Background: an optimization exercise with open tools, aiming at small area, a short achievable clock period and few clock cycles per item. Do not read the settings as production practice. Only simulation tests tie the RTL to the original design; equivalence was not proved. The clock input has no modelled driver; a real chip could not lean on it and would need a root buffer or a full tree. Power figures rest on the tool's default switching activity, not on a simulated workload.

// full_hash
module full_hash (
    input wire clk
    ,input wire rst_n
    ,input wire start
    ,input wire [7:0] Byte
    ,input wire End_of_File
    ,input wire F_dr
    ,output wire [0:31] R_h
    ,output wire F_rtr
    ,output wire H_ready
);
Size: ~370 cells after synthesis, ~47 I/O pins, roughly 0.0034 mm2 of cells after synthesis.
export LEC_CHECK = 0
export CAP_MARGIN = 20
export CORE_MARGIN = 2
export CORE_UTILIZATION = 40
export PLACE_DENSITY = 0.6
export SETUP_SLACK_MARGIN = 3.1
export SLEW_MARGIN = 20
create_clock -name core_clock -period 5.0 [get_ports {clk}]
standard.sh (not shown) runs the stock make flow with config.mk's settings and CLKGATE_MAP_FILE= SYNTH_SCRIPT=/design/flow/synth_recipe.tcl, a recipe that flattens the netlist after the stock synthesis.
==> flow/flow/run.sh <==
#!/bin/bash
# Standard ORFS layout with two changes:
#  - the port buffers are buf_2 cells instead of the cell buffer_ports picks by
#    default (a slow delay buffer);
#  - after CTS, the clock tree is rebuilt with one level of buffers
#    (flow/post_cts.tcl): the clock port drives 3 clkbuf_16 cells, each
#    driving the registers of one slice of the core.
set -euo pipefail
export BUFFER_PORTS_ARGS="-buffer_cell sky130_fd_sc_hd__buf_2"
export POST_CTS_TCL="$PWD/flow/post_cts.tcl"
bash standard.sh > make.log 2>&1
Other scripts of this flow, unchanged in this note and not shown: flow/flow/post_cts.tcl
The starting point finished clean.
Testbench counts at the start, summed over its fixed seeds: cycles 8,189, bytes 7,421.
Next try:
--- a/flow/config.mk
+++ b/flow/config.mk
@@ -12 +12 @@
-export SETUP_SLACK_MARGIN = 3.1
+export SETUP_SLACK_MARGIN = 3.15
Effect: Wire length rises by about 1.6%. Utilization rises by 1.6 points. Clock skew barely changes. Maximum frequency falls by 3.8%. Setup slack loses 71 ps. Combinational power rises by about 4%. Total power rises by 0.32%. Sequential cell count does not change.
No run of this note takes its clock network from TritonCTS; it comes from the design's own scripts or RTL.

full_hash, a different RTL version from the one above (not shown whole).
Size: about 390 cells after synthesis, roughly 47 I/O pins.
==> flow/config.mk <==
export PLATFORM = sky130hd
export DESIGN_NAME = full_hash
export DESIGN_NICKNAME = full_hash
export VERILOG_FILES = /design/flow/design.v
export SDC_FILE = /design/flow/constraint.sdc
export NUM_CORES = 4
export LEC_CHECK = 0
export CAP_MARGIN = 20
export CORE_MARGIN = 2
export CORE_UTILIZATION = 40
export PLACE_DENSITY = 0.6
export SETUP_SLACK_MARGIN = 3.1
export SLEW_MARGIN = 20
==> flow/constraint.sdc <==
create_clock -name core_clock -period 5.0 [get_ports {clk}]
set_input_delay 1.0000 -clock core_clock [delete_from_list [all_inputs] [get_ports {clk}]]
set_output_delay 1.0000 -clock core_clock [all_outputs]
set_load 0.01 [all_outputs]
==> flow/flow/run.sh <==
#!/bin/bash
# Standard ORFS layout with two changes:
#  - the port buffers are buf_2 cells instead of the cell buffer_ports picks by
#    default (a slow delay buffer);
#  - after CTS, the clock tree is rebuilt with one level of buffers
#    (flow/post_cts.tcl): the clock port drives 3 clkbuf_16 cells, each
#    driving the registers of one slice of the core; the registers that drive
#    output ports get drive strength 2.
set -euo pipefail
export BUFFER_PORTS_ARGS="-buffer_cell sky130_fd_sc_hd__buf_2"
export POST_CTS_TCL="$PWD/flow/post_cts.tcl"
bash standard.sh > make.log 2>&1
==> flow/flow/post_cts.tcl <==
# POST_CTS hook: replace the clock tree TritonCTS built (two levels of
# buffers) by one level: the clock port drives 3 clkbuf_16 buffers, each driving
# the flip-flops in one slice of the core, split by x position. A shallower
# tree makes every register's clock arrive earlier by the same amount.
set block [ord::get_db_block]
set db [ord::get_db]
set clknet [$block findNet clk]

# every register clock pin reached from the clock port through buffers
proc clock_sinks {net} {
  set sinks {}
  foreach it [$net getITerms] {
    if {[$it isInputSignal] == 0 && [$it isOutputSignal]} continue
    set inst [$it getInst]
    set m [$inst getMaster]
    if {[string match "*clkbuf*" [$m getName]] && [[$it getMTerm] getName] eq "A"} {
      set out [$inst findITerm X]
      set onet [$out getNet]
      if {$onet ne "NULL"} { set sinks [concat $sinks [clock_sinks $onet]] }
    } elseif {[$m isSequential]} {
      lappend sinks $it
    } else {
      # a dummy load CTS added for balancing
      lappend ::dummy_loads $inst
    }
  }
  return $sinks
}

set ::dummy_loads {}
set sinks [clock_sinks $clknet]
puts "manual clock tree: [llength $sinks] sinks"

# remove the buffers and nets of the old tree
proc clock_tree_bufs {net} {
  set bufs {}
  foreach it [$net getITerms] {
    set inst [$it getInst]
    if {[string match "*clkbuf*" [[$inst getMaster] getName]] && [[$it getMTerm] getName] eq "A"} {
      lappend bufs $inst
      set onet [[$inst findITerm X] getNet]
      if {$onet ne "NULL"} { set bufs [concat $bufs [clock_tree_bufs $onet]] }
    }
  }
  return $bufs
}
set old [clock_tree_bufs $clknet]
set oldnets {}
foreach inst $old {
  set onet [[$inst findITerm X] getNet]
  if {$onet ne "NULL"} { lappend oldnets $onet }
}
foreach it $sinks { $it disconnect }
foreach inst $old { odb::dbInst_destroy $inst }
foreach inst $::dummy_loads { odb::dbInst_destroy $inst }
puts "removed [llength $::dummy_loads] dummy clock loads"
foreach n $oldnets { if {[llength [$n getITerms]] == 0} { odb::dbNet_destroy $n } }
puts "removed [llength $old] clock buffers"

set nb 3
set master [$db findMaster sky130_fd_sc_hd__clkbuf_16]
set pts {}
foreach it $sinks {
  lassign [[$it getInst] getLocation] x y
  lappend pts [list $x $y $it]
}
set pts [lsort -integer -index 0 $pts]
set n [llength $pts]
set per [expr {int(ceil(double($n)/$nb))}]
for {set b 0} {$b < $nb} {incr b} {
  set grp [lrange $pts [expr {$b*$per}] [expr {min($n,($b+1)*$per)-1}]]
  if {[llength $grp] == 0} continue
  set sx 0; set sy 0
  foreach s $grp { set sx [expr {$sx+[lindex $s 0]}]; set sy [expr {$sy+[lindex $s 1]}] }
  set cx [expr {$sx/[llength $grp]}]; set cy [expr {$sy/[llength $grp]}]
  set inst [odb::dbInst_create $block $master "clkbuf_leaf_$b"]
  $inst setLocation $cx $cy
  $inst setPlacementStatus PLACED
  set net [odb::dbNet_create $block "clknet_leaf_$b"]
  $net setSigType CLOCK
  foreach s $grp { [lindex $s 2] connect $net }
  [$inst findITerm X] connect $net
  [$inst findITerm A] connect $clknet
  puts "clock buffer $b: [llength $grp] sinks"
}
# Registers that drive an output port (through its port buffer) get the
# next drive strength of their cell type, for a faster clock-to-output path.
set upsized 0
foreach bterm [$block getBTerms] {
  if {[$bterm getIoType] ne "OUTPUT"} continue
  set net [$bterm getNet]
  if {$net eq "NULL"} continue
  foreach it [$net getITerms] {
    if {![$it isOutputSignal]} continue
    set buf [$it getInst]
    set in [$buf findITerm A]
    if {$in eq "NULL"} continue
    set innet [$in getNet]
    if {$innet eq "NULL"} continue
    foreach dit [$innet getITerms] {
      if {![$dit isOutputSignal]} continue
      set ff [$dit getInst]
      set mname [[$ff getMaster] getName]
      if {[regexp {^(sky130_fd_sc_hd__df[a-z]+)_1$} $mname -> base]} {
        set nm [$db findMaster ${base}_2]
        if {$nm ne "NULL"} { $ff swapMaster $nm; incr upsized }
      }
    }
  }
}
puts "upsized $upsized output registers"
detailed_placement
check_placement -verbose
estimate_parasitics -placement
report_clock_latency
Testbench counts at the start, summed over its fixed seeds: cycles 8,189, bytes 7,421.
Rerun with:
--- a/flow/flow/run.sh
+++ b/flow/flow/run.sh
@@ -5,6 +5,5 @@
 #  - after CTS, the clock tree is rebuilt with one level of buffers
 #    (flow/post_cts.tcl): the clock port drives 3 clkbuf_16 cells, each
-#    driving the registers of one slice of the core; the registers that drive
-#    output ports get drive strength 2.
+#    driving the registers of one slice of the core.
 set -euo pipefail
 export BUFFER_PORTS_ARGS="-buffer_cell sky130_fd_sc_hd__buf_2"
--- a/flow/flow/post_cts.tcl
+++ b/flow/flow/post_cts.tcl
@@ -84,30 +84,4 @@
   puts "clock buffer $b: [llength $grp] sinks"
 }
-# Registers that drive an output port (through its port buffer) get the
-# next drive strength of their cell type, for a faster clock-to-output path.
-set upsized 0
-foreach bterm [$block getBTerms] {
-  if {[$bterm getIoType] ne "OUTPUT"} continue
-  set net [$bterm getNet]
-  if {$net eq "NULL"} continue
-  foreach it [$net getITerms] {
-    if {![$it isOutputSignal]} continue
-    set buf [$it getInst]
-    set in [$buf findITerm A]
-    if {$in eq "NULL"} continue
-    set innet [$in getNet]
-    if {$innet eq "NULL"} continue
-    foreach dit [$innet getITerms] {
-      if {![$dit isOutputSignal]} continue
-      set ff [$dit getInst]
-      set mname [[$ff getMaster] getName]
-      if {[regexp {^(sky130_fd_sc_hd__df[a-z]+)_1$} $mname -> base]} {
-        set nm [$db findMaster ${base}_2]
-        if {$nm ne "NULL"} { $ff swapMaster $nm; incr upsized }
-      }
-    }
-  }
-}
-puts "upsized $upsized output registers"
 detailed_placement
 check_placement -verbose
SETUP_SLACK_MARGIN = 3.2   (was 3.1)
Effect: Die area is unchanged; routed wire length came out higher by 4.8%; power came out higher by 13%; final area came out higher by 10%; worst setup slack gains 0.0075 ns; utilization came out higher by 4.6 points; via count came out higher by 3.8%; first-iteration DRC count came out lower by 15%; fmax came out higher by 0.44%; sequential power barely changes; area after synthesis is unchanged.
Rerun with:
SETUP_SLACK_MARGIN = 3.0   (was 3.2)
=> Global-route usage came out lower by 0.85 points. Hold slack degrades by 0.0062 ns. Via count falls by 3.4%. Combinational power shrinks by 24%. Design area fell by 10%. Routed wire length falls by 5.5%. Final cell count shrinks by 5.3%. Sequential cell count is unchanged.
No run of this note takes its clock network from TritonCTS; it comes from the design's own scripts or RTL.

## separate check: timing with driven ports
The results above use ideal ports. As a check the final layouts listed here were re-extracted and re-timed, cells and wires unchanged.
Step 1: set_driving_cell puts a clkbuf_16 on clk and a buf_2 on each other input, an assumption about the parent block.
Step 2, shift: input delay + t, output delay - t, t = (earliest + latest rising clock arrival at the registers) / 2. This alone moves slack from input paths to output paths.
Three values: no drivers, after step 1, after step 2; two values: the first two.
run | t (ns) | setup slack, ns | worst setup path after step 2 | slew at the worst register clock pin (ns) | worst data-port slew with drivers (ns)
the first run of note 1 | 0.209 | 3.193 / 3.151 / 2.984 | input to register | 0.09 / 0.09 | 0.06
the second run of note 1 | 0.209 | 3.122 / 3.122 / 2.930 | input to register | 0.08 / 0.08 | 0.06
the first run of note 2 | 0.212 | 3.287 / 3.224 / 3.173 | input to register | 0.09 / 0.09 | 0.03
the second run of note 2 | 0.212 | 3.295 / 3.232 / 3.170 | input to register | 0.09 / 0.09 | 0.03
the third run of note 2 | 0.211 | 3.232 / 3.170 / 3.172 | input to register | 0.09 / 0.09 | 0.03
After both steps every run listed still meets setup and hold. For the first run of note 1, which loses most, drivers alone change the setup slack by -0.042 ns; drivers and shift together by -0.209 ns.
